This is an optimization exercise on Yosys and OpenROAD, whose aim is small area, not a production implementation. Function was checked by simulation only, so behaviour that the tests miss may differ from the original.

## flow/design.v (module list and top-level ports; edited modules follow where they fit)
// module qr_fa: 4 lines
// module qr_ha: 4 lines
// module qr_xor2: 3 lines
// module qr_xnor2: 3 lines
// module qr_nand2: 3 lines
// module qr_aoi21: 3 lines
// module qr_oai21: 3 lines
// module qr_mux2i: 3 lines
// module qr_mux2: 3 lines
// module qr_nand2b: 3 lines
// module qr_add32: 22 lines
// module qr_inv: 3 lines
// module multiple_rounds: 7252 lines
module multiple_rounds #(parameter N = 32, parameter M = 20)(
  input clk, input rst,
  input wire [N-1:0] a,
  input wire [N-1:0] b,
  input wire [N-1:0] c,
  input wire [N-1:0] d,
  output wire [N-1:0] a_out,
  output wire [N-1:0] b_out,
  output wire [N-1:0] c_out,
  output wire [N-1:0] d_out,
  output reg ready);
  // ...
==> flow/flow/run.sh <==
#!/bin/bash
# The standard layout, with minimum-size buffers on the ports instead of
# the delay-cell buffers buffer_ports picks by default. The whole make output
# is kept in standard_flow.log; ORFS keeps each tool's log under orfs/logs/.
bash standard.sh "BUFFER_PORTS_ARGS=-buffer_cell sky130_fd_sc_hd__buf_1" finish > standard_flow.log 2>&1
==> flow/standard.sh <==
#!/bin/bash
# synth_recipe.tcl (not shown) runs the flow's synth.tcl, then flattens the netlist and writes it again
# the make line also repeats each setting of config.mk as NAME=value (left out here)
make -C /OpenROAD-flow-scripts/flow DESIGN_CONFIG=/design/flow/config.mk WORK_HOME=/design/flow/orfs CLKGATE_MAP_FILE= SYNTH_SCRIPT=/design/flow/synth_recipe.tcl "${@:-finish}"
==> flow/config.mk <==
export PLATFORM = sky130hd
export DESIGN_NAME = multiple_rounds
export DESIGN_NICKNAME = multiple_rounds
export VERILOG_FILES = /design/flow/design.v
export SDC_FILE = /design/flow/constraint.sdc
export NUM_CORES = 4
export LEC_CHECK = 0
export CAP_MARGIN = 20
export CORE_MARGIN = 2
export CORE_UTILIZATION = 60
export CTS_BUF_LIST = sky130_fd_sc_hd__clkbuf_16
export CTS_CLUSTER_DIAMETER = 60
export CTS_CLUSTER_SIZE = 20
export PLACE_DENSITY = 0.7
export SLEW_MARGIN = 20
==> flow/constraint.sdc <==
create_clock -name core_clock -period 18.0 [get_ports {clk}]
set_input_delay 3.6000 -clock core_clock [delete_from_list [all_inputs] [get_ports {clk}]]
set_output_delay 3.6000 -clock core_clock [all_outputs]
set_load 0.01 [all_outputs]
==> results.yml, run 1 <==
outcome:
  status: "finished clean"
final_layout:
  clk_share: 0.0429
  biggestCellCategory: "multi-input gates"
  num-nonclk-inverters: 664
  antenna_cells: 15
  multi_input_area_share: 0.584
  regMostFlops: "valid"
die:
  die_h_um: 381
  core-area_mm2: 0.141
  dieWidth_um: 381
  dieArea_mm2: 0.145
min_path:
  min_to: "r9_k28_s1"
  hp-class: "register to register"
cts:
  cts_sinks: 1427
  postCtsHoldBufs: 0
  cts_buffers: 115
  cts_root_buffer: "clkbuf_16"
synth:
  synth_compound_gate_area_share: 0.112
  synthSimpleGateAreaFrac: 0.0698
  async_flop_share: 0.00771
  yosysSeqAreaShare: 0.335
  netlist_top_cells_count: "dfxtp_1 (1416), xor2_1 (1220), ha_1 (968), xnor2_1 (813), inv_1 (663)"
  synth_fp_nets: 9683
  avgSynthCellArea_um2: 10.4
timing:
  worst_pin_slew_ns: 1.29
  setup_viol: 0
  fin_worst_skew_ns: 0.0958
  min_period_ns: 17.75
  holdWs_ns: 0.308
  fmax_mhz: 56.3
global_route:
  use_met2: 0.651
setup_path:
  cp-start-kind: "register"
  path_class: "register to register"
detailed_routing:
  vias: 67000
  drtPass1Iterations: 8
  first_iter_violations: 9363
placement:
  place_congestion: 1.15
==> run 2: changes to the inputs <==
--- a/flow/config.mk
+++ b/flow/config.mk
@@ -11,5 +11,5 @@
 export CTS_BUF_LIST = sky130_fd_sc_hd__clkbuf_16
 export CTS_CLUSTER_DIAMETER = 60
-export CTS_CLUSTER_SIZE = 20
+export CTS_CLUSTER_SIZE = 25
 export PLACE_DENSITY = 0.7
 export SLEW_MARGIN = 20
==> results.yml, run 2 <==
outcome:
  status: "finished clean"
placement:
  io_buffer_count: 258
  place_congestion: 1.15
  dpl.cell_count: 10400
  dp_hpwl_um: 301000
detailed_routing:
  wl_um: 350000
  drtPass1Iterations: 6
  ant_nets: 0
  wl_per_cell_um: 33.2
  route.detailed.drc: 0
  vias: 66600
  routed_via_density: 6.31
  first_iter_violations: 9133
synth:
  synth_fp_nets: 9683
  yosysSeqAreaShare: 0.335
  yosysMostFrequentCell: "dfxtp_1"
  avgSynthCellArea_um2: 10.4
  synth_flop_cell: "dfxtp_1"
  ys_warn_count: 2
  synth_cell_types: 91
  synthesis.area_mm2: 0.0853
  async_flop_share: 0.00771
  synth.area.top_cells: "dfxtp_1 (33%), ha_1 (14%), xor2_1 (13%), fa_1 (9.4%), xnor2_1 (8.3%)"
  synth_top_cell_by_area: "dfxtp_1"
  synth_cells: 8185
  ys_ff_latch: 1427
  synth_top_area_frac: 0.332
  netlist_top_cells_count: "dfxtp_1 (1416), xor2_1 (1220), ha_1 (968), xnor2_1 (813), inv_1 (663)"
  synth_edf_count: 0
final_layout:
  final_cell_mix: "dfxtp_1 (1415), xor2_1 (1214), ha_1 (968), xnor2_1 (804), inv_1 (663)"
  area.sequential_mm2: 0.0286
  n_fill_cell: 10800
  fin_cells: 10600
  regMostFlops: "valid"
  area_growth_pct: 9.16
  multi_input_area_mm2: 0.0543
  drive_gt1_frac: 0.0369
  fin_nets: 10100
  largest_reg_flops: 10
  final_common_cell: "dfxtp_1"
min_path:
  hp-class: "register to register"
cts:
  path_clk_slew_ns: 0.10
  postCtsHoldBufs: 0
  clock_latency_ns: 0.82
  htreeDepth: 3
  cts_buffer_depth: 3
  cts_sinks: 1427
  cts_buffers: 110
  cts_tree: "built"
  cts_root_buffer: "clkbuf_16"
die:
  dieWidth_um: 381
  core-area_mm2: 0.141
  die_h_um: 381
  ios: 259
  row_count: 138
  dieArea_mm2: 0.145
  initial_utilization: 0.603
global_route:
  track_usage: 0.472
  grt_pass1_wl_um: 480000
  grt_max_degree: 89
  grt_antenna_before_repair: 35
  overflow: 0
  grt_pass1_vias: 65100
timing:
  hold_violations: 0
  slew_headroom: 0.139
  setup_viol: 0
  finalSetupTns_ns: 0
  fmax_mhz: 56.7
  min_period_ns: 17.62
  fin_worst_skew_ns: 0.0877
  finalCritPeriodShare: 0.979
  slew_viol_final: 0
  worst_pin_slew_ns: 1.28
setup_path:
  cp-end-kind: "register"
  path_class: "register to register"
  cp-start-kind: "register"
  critPathArrivalTime_ns: 18.31
  crit_top_cell: "fa_1"
  r2r_setup_slack_ns: 0.38
  cp_max_fo: 2
  max_stage_delay_ns: 0.55
  critPathSlowestCell: "fa_1"
  cp.required_ns: 18.69
flow_run:
  cap_violations: 0
[run 2: critical path, delay by kind of cell, from the launching register on]
family | cells | cell delay [ns]
flip-flops | 1 | 0.38
XOR/XNOR | 4 | 0.89
buffers and inverters | 4 | 0.34
adder cells (fa/ha/maj) | 36 | 15.89
[run 2: what timing repair did]
action                     in CTS  in global routing
gates resized for setup         0                 13
setup endpoints to repair       0                  7
setup buffers                   0                  1
[run 2: area by class of cell]
type | count | share of cell area
antenna | 7 | 0.000188
clock buffer | 111 | 0.0298
clock inverter | 84 | 0.0141
inverter | 664 | 0.0268
multi-input combinational | 6081 | 0.583
sequential | 1427 | 0.307
tap | 1890 | 0.0254
timing repair buffer | 296 | 0.0135
[run 2: stage by stage]
stage	hold slack (ns)	worst slack (ns)	utilization	instance area, µm²
after floorplan	0.310	1.48	-	85300
after global placement	0.310	0.795	0.629	88900
after detailed placement	0.312	0.387	0.629	88900
after CTS	0.308	0.122	0.658	93000
after global routing	0.329	-0.0922	0.659	93100
final	0.325	0.377	0.659	93100
[run 2: final timing paths]
kind,start,to,cells after the start
worst max register to register,r8_k26_z29,r9_k30_z8,44
worst max-delay path,r8_k26_z29,r9_k30_z8,44
worst min-delay path,r8_k28_s1,r9_k28_s1,0
max in group asynchronous,rst,valid[10],1
min in group asynchronous,rst,valid[5],1
worst min register to register,r8_k28_s1,r9_k28_s1,0
[run 2: metal layers]
metal	up-vias	routed length, µm	global-route usage
li1	28300	-	-
met2	4751	136000	0.648
met4	32	24800	0.267
met3	1256	51100	0.196
met5	-	256	0
met1	32200	138000	0.621
[run 2: cells by family after synthesis]
family	Yosys count	synth area share
AO/OA/AOI/OAI	1445	0.112
XOR/XNOR	2065	0.217
adder cells (fa/ha/maj)	1368	0.236
buffers and inverters	677	0.0298
flip-flops	1427	0.335
multiplexers	2	0.000235
other	1	0.0000439
AND/OR/NAND/NOR	1200	0.0698
==> run 3: changes to the inputs <==
--- a/flow/config.mk
+++ b/flow/config.mk
@@ -10,6 +10,6 @@
 export CORE_UTILIZATION = 60
 export CTS_BUF_LIST = sky130_fd_sc_hd__clkbuf_16
-export CTS_CLUSTER_DIAMETER = 60
-export CTS_CLUSTER_SIZE = 25
+export CTS_CLUSTER_DIAMETER = 70
+export CTS_CLUSTER_SIZE = 30
 export PLACE_DENSITY = 0.7
 export SLEW_MARGIN = 20
==> results.yml, run 3 <==
final_layout:
  fin_nets: 10100
  largest_reg_flops: 10
  final_common_cell: "dfxtp_1"
  area.sequential_mm2: 0.0286
  drive_gt1_frac: 0.0314
  finalInstanceArea_mm2: 0.0923
  regMostFlops: "valid"
  area_growth_pct: 8.19
  multi_input_area_mm2: 0.0543
  final_cell_mix: "dfxtp_1 (1416), xor2_1 (1215), ha_1 (968), xnor2_1 (806), inv_1 (666)"
  n_fill_cell: 10900
synth:
  synth.mux.area_fraction: 0.000235
  synth_xor_area_frac: 0.217
  synth_fp_nets: 9683
  yosysSeqAreaShare: 0.335
  netlist_top_cells_count: "dfxtp_1 (1416), xor2_1 (1220), ha_1 (968), xnor2_1 (813), inv_1 (663)"
  synth_compound_gate_area_share: 0.112
  synthAdderAreaFrac: 0.236
  synth_cell_types: 91
  async_flop_share: 0.00771
  synth.area.top_cells: "dfxtp_1 (33%), ha_1 (14%), xor2_1 (13%), fa_1 (9.4%), xnor2_1 (8.3%)"
  ys_ff_latch: 1427
  yosysMostFrequentCell: "dfxtp_1"
  synthesis.area_mm2: 0.0853
  avgSynthCellArea_um2: 10.4
  ys_warn_count: 2
  synth_cells: 8185
  synthSimpleGateAreaFrac: 0.0698
  synth_top_family_by_area: "adder cells"
  synth_top_area_frac: 0.332
  synth_top_cell_by_area: "dfxtp_1"
  synth_flop_cell: "dfxtp_1"
  synth_edf_count: 0
die:
  core-area_mm2: 0.141
  row_count: 138
  initial_utilization: 0.603
  ios: 259
  dieWidth_um: 381
  dieArea_mm2: 0.145
  die_h_um: 381
timing:
  slew_headroom: 0.164
  min_period_ns: 17.58
  fin_worst_skew_ns: 0.0786
  fmax_mhz: 56.9
  finalCritPeriodShare: 0.977
  worst_slack_ns: 0.421
  worst_pin_slew_ns: 1.24
  slew_viol_final: 0
  setup_viol: 0
  hold_violations: 0
global_route:
  grt_pass1_vias: 64200
  track_usage: 0.467
  grt_antenna_before_repair: 35
  grt_pass1_wl_um: 474000
  grt_max_degree: 89
  overflow: 0
cts:
  cts_sinks: 1427
  htreeDepth: 3
  cts_buffer_depth: 3
  cts_tree: "built"
  cts_buffers: 87
  cts_root_buffer: "clkbuf_16"
  path_clk_slew_ns: 0.11
  clock_latency_ns: 0.79
setup_path:
  critPathSlowestCell: "fa_1"
  cp-end-kind: "register"
  path_class: "register to register"
  max_stage_delay_ns: 0.59
  r2r-end: "r7_k26_z24"
  reg2reg_from: "r6_k23_z19"
  cp.required_ns: 18.67
  crit_buf_inv: 5
  cp_max_fo: 2
  critPathTopFamily: "adder cells"
  r2r_cells: 44
  cp-start-kind: "register"
  r2r_setup_slack_ns: 0.42
  crit_top_cell: "fa_1"
  critPathArrivalTime_ns: 18.25
detailed_routing:
  drtPass1Iterations: 8
  wl_um: 346000
  routed_via_density: 6.28
  wl_per_cell_um: 32.9
  route.detailed.drc: 0
  ant_nets: 0
  vias: 66100
  first_iter_violations: 9116
min_path:
  hp-start: "r7_k26_s8"
  min_path_cells: 0
  min_to: "r8_k26_s8"
  hp-class: "register to register"
placement:
  io_buffer_count: 258
  post_dp_cell_area_mm2: 0.0889
  place_congestion: 1.15
  place_ws_ns: 0.387
  dp_hpwl_um: 301000
flow_run:
  cap_violations: 0
outcome:
  status: "finished clean"
-- run 3: metal layers --
| metal | up-vias | share of wire | global-route usage |
|---|---|---|---|
| li1 | 28200 | - | - |
| met1 | 31800 | 0.40 | 0.621 |
| met2 | 4780 | 0.39 | 0.636 |
| met3 | 1246 | 0.14 | 0.188 |
| met4 | 28 | 0.072 | 0.267 |
| met5 | - | 0.00055 | 0 |
-- run 3: worst max-delay path by stage --
stage / from / endpoint / slack [ns] / depth (start not counted)
6_report: r6_k23_z19 / r7_k26_z24 / 0.42 / 44
3_5_place_dp: r7_k25_z17 / r8_k28_z17 / 0.39 / 45
5_1_grt: r6_k23_z19 / r7_k26_z24 / -0.13 / 44
4_1_cts: r7_k25_z17 / r8_k28_z17 / 0.1 / 45
2_1_floorplan: r7_k25_z17 / r8_k28_z17 / 1.48 / 45
3_3_place_gp: r7_k25_z17 / r8_k28_z17 / 0.79 / 45
-- run 3: timing repair --
item                                   in CTS  in global routing
endpoints found under the hold margin       0                  0
hold buffers                                0                  0
setup endpoints to repair                   0                  6
resized for setup                           0                 11
buffers inserted                            0                  1
-- run 3: cell families (layout without fill, tap and decap cells) --
logic type               after synthesis  after routing
XOR/XNOR                            2065           2065
AO/OA/AOI/OAI                       1445           1445
flip-flops                          1427           1427
adder cells (fa/ha/maj)             1368           1368
AND/OR/NAND/NOR                     1200           1200
buffers and inverters                677           1112
multiplexers                           2              2
other                                  1             12
-- run 3: per-stage QoR --
step / utilization / hold WS [ns] / setup TNS [ns] / std cells
after floorplan: - / 0.310 / 0 / 8185
after global placement: 0.629 / 0.310 / 0 / 10400
after detailed placement: 0.629 / 0.312 / 0 / 10400
after CTS: 0.652 / 0.336 / 0 / 10500
after global routing: 0.653 / 0.339 / -0.224 / 10500
final: 0.653 / 0.336 / 0 / 10500
-- run 3: area by class of cell --
| type | instances | area share |
|---|---|---|
| Inverter | 664 | 0.0270 |
| Tap cell | 1890 | 0.0256 |
| Clock buffer | 88 | 0.0239 |
| Multi-Input combinational cell | 6081 | 0.588 |
| Sequential cell | 1427 | 0.310 |
| Antenna cell | 11 | 0.000298 |
| Timing Repair Buffer | 295 | 0.0135 |
| Clock inverter | 65 | 0.0118 |
==> run 4: changes to the inputs <==
--- a/flow/config.mk
+++ b/flow/config.mk
@@ -10,6 +10,6 @@
 export CORE_UTILIZATION = 60
 export CTS_BUF_LIST = sky130_fd_sc_hd__clkbuf_16
-export CTS_CLUSTER_DIAMETER = 70
-export CTS_CLUSTER_SIZE = 30
+export CTS_CLUSTER_DIAMETER = 75
+export CTS_CLUSTER_SIZE = 35
 export PLACE_DENSITY = 0.7
 export SLEW_MARGIN = 20
==> results.yml, run 4 <==
outcome:
  status: "finished clean"
die:
  row_count: 138
  dieArea_mm2: 0.145
  ios: 259
  die_h_um: 381
  core-area_mm2: 0.141
  dieWidth_um: 381
  initial_utilization: 0.603
setup_path:
  cp-end-kind: "register"
  path_class: "register to register"
  cp-start-kind: "register"
  r2r_setup_slack_ns: 0.43
  r2r-end: "r9_k30_z8"
  cp.required_ns: 18.63
  reg2reg_from: "r8_k26_z29"
  cp_max_fo: 2
  critPathSlowestCell: "fa_1"
  crit_top_cell: "fa_1"
  critPathArrivalTime_ns: 18.20
  max_stage_delay_ns: 0.55
  r2r_cells: 44
synth:
  synth_cell_types: 91
  netlist_top_cells_count: "dfxtp_1 (1416), xor2_1 (1220), ha_1 (968), xnor2_1 (813), inv_1 (663)"
  synthesis.area_mm2: 0.0853
  ys_ff_latch: 1427
  avgSynthCellArea_um2: 10.4
  yosysMostFrequentCell: "dfxtp_1"
  ys_warn_count: 2
  synth_flop_cell: "dfxtp_1"
  async_flop_share: 0.00771
  synth_top_cell_by_area: "dfxtp_1"
  synth_edf_count: 0
  synth_cells: 8185
  synth_top_area_frac: 0.332
  yosysSeqAreaShare: 0.335
  synth.area.top_cells: "dfxtp_1 (33%), ha_1 (14%), xor2_1 (13%), fa_1 (9.4%), xnor2_1 (8.3%)"
  synth_fp_nets: 9683
global_route:
  grt_antenna_before_repair: 35
  grt_pass1_wl_um: 477000
  track_usage: 0.470
  overflow: 0
  grt_max_degree: 89
  grt_pass1_vias: 64700
timing:
  worst_pin_slew_ns: 1.22
  slew_viol_final: 0
  worst_slack_ns: 0.429
  finalSetupTns_ns: 0
  finalCritPeriodShare: 0.976
  fin_worst_skew_ns: 0.0606
  slew_headroom: 0.179
  fmax_mhz: 56.9
  min_period_ns: 17.57
  hold_violations: 0
  setup_viol: 0
min_path:
  hp-class: "register to register"
  min_to: "r6_k22_s30"
  hp-start: "r5_k22_s30"
  min_path_cells: 0
cts:
  htreeDepth: 3
  path_clk_slew_ns: 0.12
  cts_buffer_depth: 3
  cts_sinks: 1427
  clock_latency_ns: 0.78
  cts_tree: "built"
  cts_buffers: 80
  postCtsHoldBufs: 0
  cts_root_buffer: "clkbuf_16"
detailed_routing:
  wl_per_cell_um: 33.0
  vias: 66200
  route.detailed.drc: 0
  routed_via_density: 6.29
  drtPass1Iterations: 8
  ant_nets: 0
  wl_um: 348000
  first_iter_violations: 9279
final_layout:
  area_growth_pct: 8.07
  largest_reg_flops: 10
  fin_nets: 10000
  final_common_cell: "dfxtp_1"
  regMostFlops: "valid"
  fin_cells: 10500
  drive_gt1_frac: 0.0312
  final_cell_mix: "dfxtp_1 (1415), xor2_1 (1214), ha_1 (968), xnor2_1 (803), inv_1 (664)"
placement:
  place_congestion: 1.15
  dpl.cell_count: 10400
  io_buffer_count: 258
  place_ws_ns: 0.387
  dp_hpwl_um: 301000
flow_run:
  cap_violations: 0
[run 4: per-layer routing]
layer	global-route usage	routed length [µm]	vias up
met5	0.000331	200	-
met4	0.271	24300	24
met3	0.185	50400	1178
met2	0.643	135000	4722
met1	0.625	137000	32000
li1	-	-	28300
[run 4: through the flow]
step / hold slack (ns) / area, µm² / utilization
floorplan: 0.310 / 85300 / -
global placement: 0.310 / 88900 / 0.629
detailed placement: 0.312 / 88900 / 0.629
CTS: 0.339 / 92000 / 0.651
global route: 0.341 / 92200 / 0.652
finish: 0.340 / 92200 / 0.652
[run 4: kinds of logic after synthesis]
logic type | Yosys count | share of synthesized area
XOR/XNOR | 2065 | 0.217
multiplexers | 2 | 0.000235
other | 1 | 0.0000439
buffers and inverters | 677 | 0.0298
flip-flops | 1427 | 0.335
AND/OR/NAND/NOR | 1200 | 0.0698
AO/OA/AOI/OAI | 1445 | 0.112
adder cells (fa/ha/maj) | 1368 | 0.236
[run 4: worst max path at each step]
stage | from | end | slack [ns] | depth (start not counted)
5_1_grt | r8_k26_z29 | r9_k30_z8 | -0.04 | 44
2_1_floorplan | r7_k25_z17 | r8_k28_z17 | 1.48 | 45
6_report | r8_k26_z29 | r9_k30_z8 | 0.43 | 44
4_1_cts | r7_k25_z17 | r8_k28_z17 | 0.18 | 45
3_5_place_dp | r7_k25_z17 | r8_k28_z17 | 0.39 | 45
3_3_place_gp | r7_k25_z17 | r8_k28_z17 | 0.79 | 45
[run 4: repair_timing]
| action | CTS | global route |
|---|---|---|
| setup buffers | 0 | 1 |
| setup endpoints to repair | 0 | 7 |
| gates resized for setup | 0 | 11 |
[run 4: worst max-delay path, delay by kind of cell, from the launching register on]
kind | cells | cell delay, ns
buf+inv | 4 | 0.33
xor+xnor | 4 | 0.80
flops | 1 | 0.40
fa+ha+maj | 36 | 15.86
[run 4: area by class of cell]
cell class | instances | area [µm²]
antenna | 13 | 32.5
clock buffer | 81 | 2030
clock inverter | 66 | 1120
fill | 10900 | 49200
inverter | 664 | 2490
multi-input combinational | 6081 | 54300
sequential | 1427 | 28600
tap | 1890 | 2360
timing repair buffer | 296 | 1260
==> run 5: changes to the inputs <==
--- a/flow/config.mk
+++ b/flow/config.mk
@@ -9,7 +9,7 @@
 export CORE_MARGIN = 2
 export CORE_UTILIZATION = 60
-export CTS_BUF_LIST = sky130_fd_sc_hd__clkbuf_16
-export CTS_CLUSTER_DIAMETER = 75
-export CTS_CLUSTER_SIZE = 35
+export CTS_BUF_LIST = sky130_fd_sc_hd__clkbuf_8 sky130_fd_sc_hd__clkbuf_16
+export CTS_CLUSTER_DIAMETER = 70
+export CTS_CLUSTER_SIZE = 30
 export PLACE_DENSITY = 0.7
 export SLEW_MARGIN = 20
==> results.yml, run 5 <==
outcome:
  status: "finished clean"
timing:
  min_period_ns: 17.72
  fmax_mhz: 56.4
  fin_worst_skew_ns: 0.0836
  worst_pin_slew_ns: 1.25
  finalSetupTns_ns: 0
  finalCritPeriodShare: 0.984
  slew_headroom: 0.158
  setup_viol: 0
  hold_violations: 0
  slew_viol_final: 0
setup_path:
  crit_top_cell: "fa_1"
  crit_buf_inv: 6
  critPathArrivalTime_ns: 18.39
  critPathTopFamily: "adder cells"
  max_stage_delay_ns: 0.62
  cp-start-kind: "register"
  path_class: "register to register"
  cp-end-kind: "register"
  cp.required_ns: 18.67
  critPathSlowestCell: "fa_1"
  cp_max_fo: 2
die:
  die_h_um: 381
  dieWidth_um: 381
  row_count: 138
  ios: 259
  dieArea_mm2: 0.145
  core-area_mm2: 0.141
  initial_utilization: 0.603
detailed_routing:
  route.detailed.drc: 0
  routed_via_density: 6.30
  first_iter_violations: 9419
  wl_um: 348000
  drtPass1Iterations: 6
  ant_nets: 0
  wl_per_cell_um: 33.1
  vias: 66300
synth:
  ys_warn_count: 2
  synth_cell_types: 91
  synth_top_area_frac: 0.332
  synth_cells: 8185
  synth_fp_nets: 9683
  ys_ff_latch: 1427
  yosysMostFrequentCell: "dfxtp_1"
  yosysSeqAreaShare: 0.335
  netlist_top_cells_count: "dfxtp_1 (1416), xor2_1 (1220), ha_1 (968), xnor2_1 (813), inv_1 (663)"
  async_flop_share: 0.00771
  synth_top_cell_by_area: "dfxtp_1"
  avgSynthCellArea_um2: 10.4
  synth_flop_cell: "dfxtp_1"
  synth.area.top_cells: "dfxtp_1 (33%), ha_1 (14%), xor2_1 (13%), fa_1 (9.4%), xnor2_1 (8.3%)"
  synthesis.area_mm2: 0.0853
  synth_edf_count: 0
global_route:
  track_usage: 0.469
  overflow: 0
  grt_pass1_wl_um: 477000
  grt_busiest_layer: "met2"
  grt_pass1_vias: 64500
  grt_antenna_before_repair: 32
  grt_use_met1: 0.622
  grt.met3_usage: 0.192
  grt_max_degree: 89
  use_met2: 0.638
final_layout:
  fin_nets: 10100
  regMostFlops: "valid"
  finalInstanceArea_mm2: 0.0923
  final_cell_mix: "dfxtp_1 (1416), xor2_1 (1214), ha_1 (968), xnor2_1 (805), inv_1 (666)"
  n_fill_cell: 10900
  largest_reg_flops: 10
  drive_gt1_frac: 0.0317
  final_common_cell: "dfxtp_1"
  area_growth_pct: 8.22
placement:
  dp_hpwl_um: 301000
  place_congestion: 1.15
  io_buffer_count: 258
  post_dp_cell_area_mm2: 0.0889
cts:
  postCtsHoldBufs: 0
  htreeDepth: 3
  cts_root_buffer: "clkbuf_16"
  path_clk_slew_ns: 0.11
  cts_buffers: 87
  clock_latency_ns: 0.79
  cts_sinks: 1427
  cts_buffer_depth: 3
  cts_tree: "built"
min_path:
  hp-class: "register to register"
flow_run:
  cap_violations: 0
## run 5: cell counts after synthesis
No cell type changed its count.
## run 5: layout make-up
cell class              instances  area, µm²  area share
diodes                         12       30.0    0.000325
clock buffers                  90       2230      0.0241
clock inverters                63       1080      0.0117
inverters                     664       2490      0.0270
multi-input cells            6081      54300       0.588
flip-flops and latches       1427      28600       0.310
well taps                    1890       2360      0.0256
repair buffers                295       1250      0.0135
## run 5: routing by layer
layer / wire length, µm / part of all wire / vias to the layer above
met1: 138000 / 0.40 / 32100
met5: 168 / 0.00048 / -
met4: 25000 / 0.072 / 24
met2: 135000 / 0.39 / 4742
met3: 50700 / 0.15 / 1224
li1: - / - / 28300
## run 5: worst paths after layout
kind | cells after the start | to | slack (ns) | start
hold / removal | 0 | r6_k23_s2 | 0.34 | r5_k23_s2
max in group asynchronous | 1 | valid[10] | 14.80 | rst
hold reg to reg | 0 | r6_k23_s2 | 0.34 | r5_k23_s2
min in group asynchronous | 1 | valid[4] | 2.79 | rst
setup / recovery | 45 | r8_k28_z17 | 0.28 | r7_k25_z17
setup reg to reg | 45 | r8_k28_z17 | 0.28 | r7_k25_z17
## run 5: cells by family (layout without fill, tap and decap cells)
logic type	count (synthesis)	count (layout)	share of synthesized area
AOI/OAI and AO/OA	1445	1445	0.112
muxes	2	2	0.000235
buffers and inverters	677	1112	0.0298
xor gates and xnor gates	2065	2065	0.217
DFF	1427	1427	0.335
and+or+nand+nor	1200	1200	0.0698
other	1	13	0.0000439
adders and majority gates	1368	1368	0.236
## run 5: what timing repair did
item,4_1_cts,5_1_grt
resized for setup,0,11
hold endpoints to repair,0,0
endpoints found under the setup margin,0,7
setup buffers,0,1
## run 5: through the flow
stage	instances	setup WS, ns	hold slack, ns	util
5_1_grt	10500	-0.109	0.340	0.653
2_1_floorplan	8185	1.48	0.310	-
3_3_place_gp	10400	0.795	0.310	0.629
4_1_cts	10500	0.113	0.336	0.652
3_5_place_dp	10400	0.387	0.312	0.629
6_report	10500	0.285	0.336	0.653
## run 5: worst reg2reg max path, delay by kind of cell (launching register included)
kind                       cells  cell delay, ns
adders and majority gates     35           15.93
xor gates and xnor gates       4            0.76
buffers and inverters          6            0.57
DFF                            1            0.35

[re-timing with driven ports]
The flow's constraints put no driver on any port. The routed layouts listed below were extracted and timed again, unchanged, in two steps. Step 1, drivers: a clkbuf_16 drives clk and a buf_2 each remaining input, both assumed. Step 2, shift: input delay + t, output delay - t, t = (earliest + latest rising clock arrival at the registers) / 2. This alone moves slack from input paths to output paths. Three values: no drivers, after step 1, after step 2; two values: the first two.
run | shift t [ns] | setup slack, ns | worst setup path after step 2 | worst data-port slew with drivers (ns) | cell pins on the clock port's net
run 1 | 0.866 | 0.246 / 0.246 / 0.047 | input to register | 0.10 | 1
run 2 | 0.867 | 0.377 / 0.377 / 0.057 | input to register | 0.10 | 1
run 3 | 0.842 | 0.421 / 0.421 / 0.016 | input to register | 0.10 | 1
run 4 | 0.837 | 0.429 / 0.429 / 0.079 | input to register | 0.10 | 1
run 5 | 0.834 | 0.285 / 0.285 / 0.103 | input to register | 0.10 | 1
After both steps setup and hold are still met in every run listed. The setup slack of run 3, which loses most, moves by 0.000 ns with the drivers and by -0.405 ns with both steps.
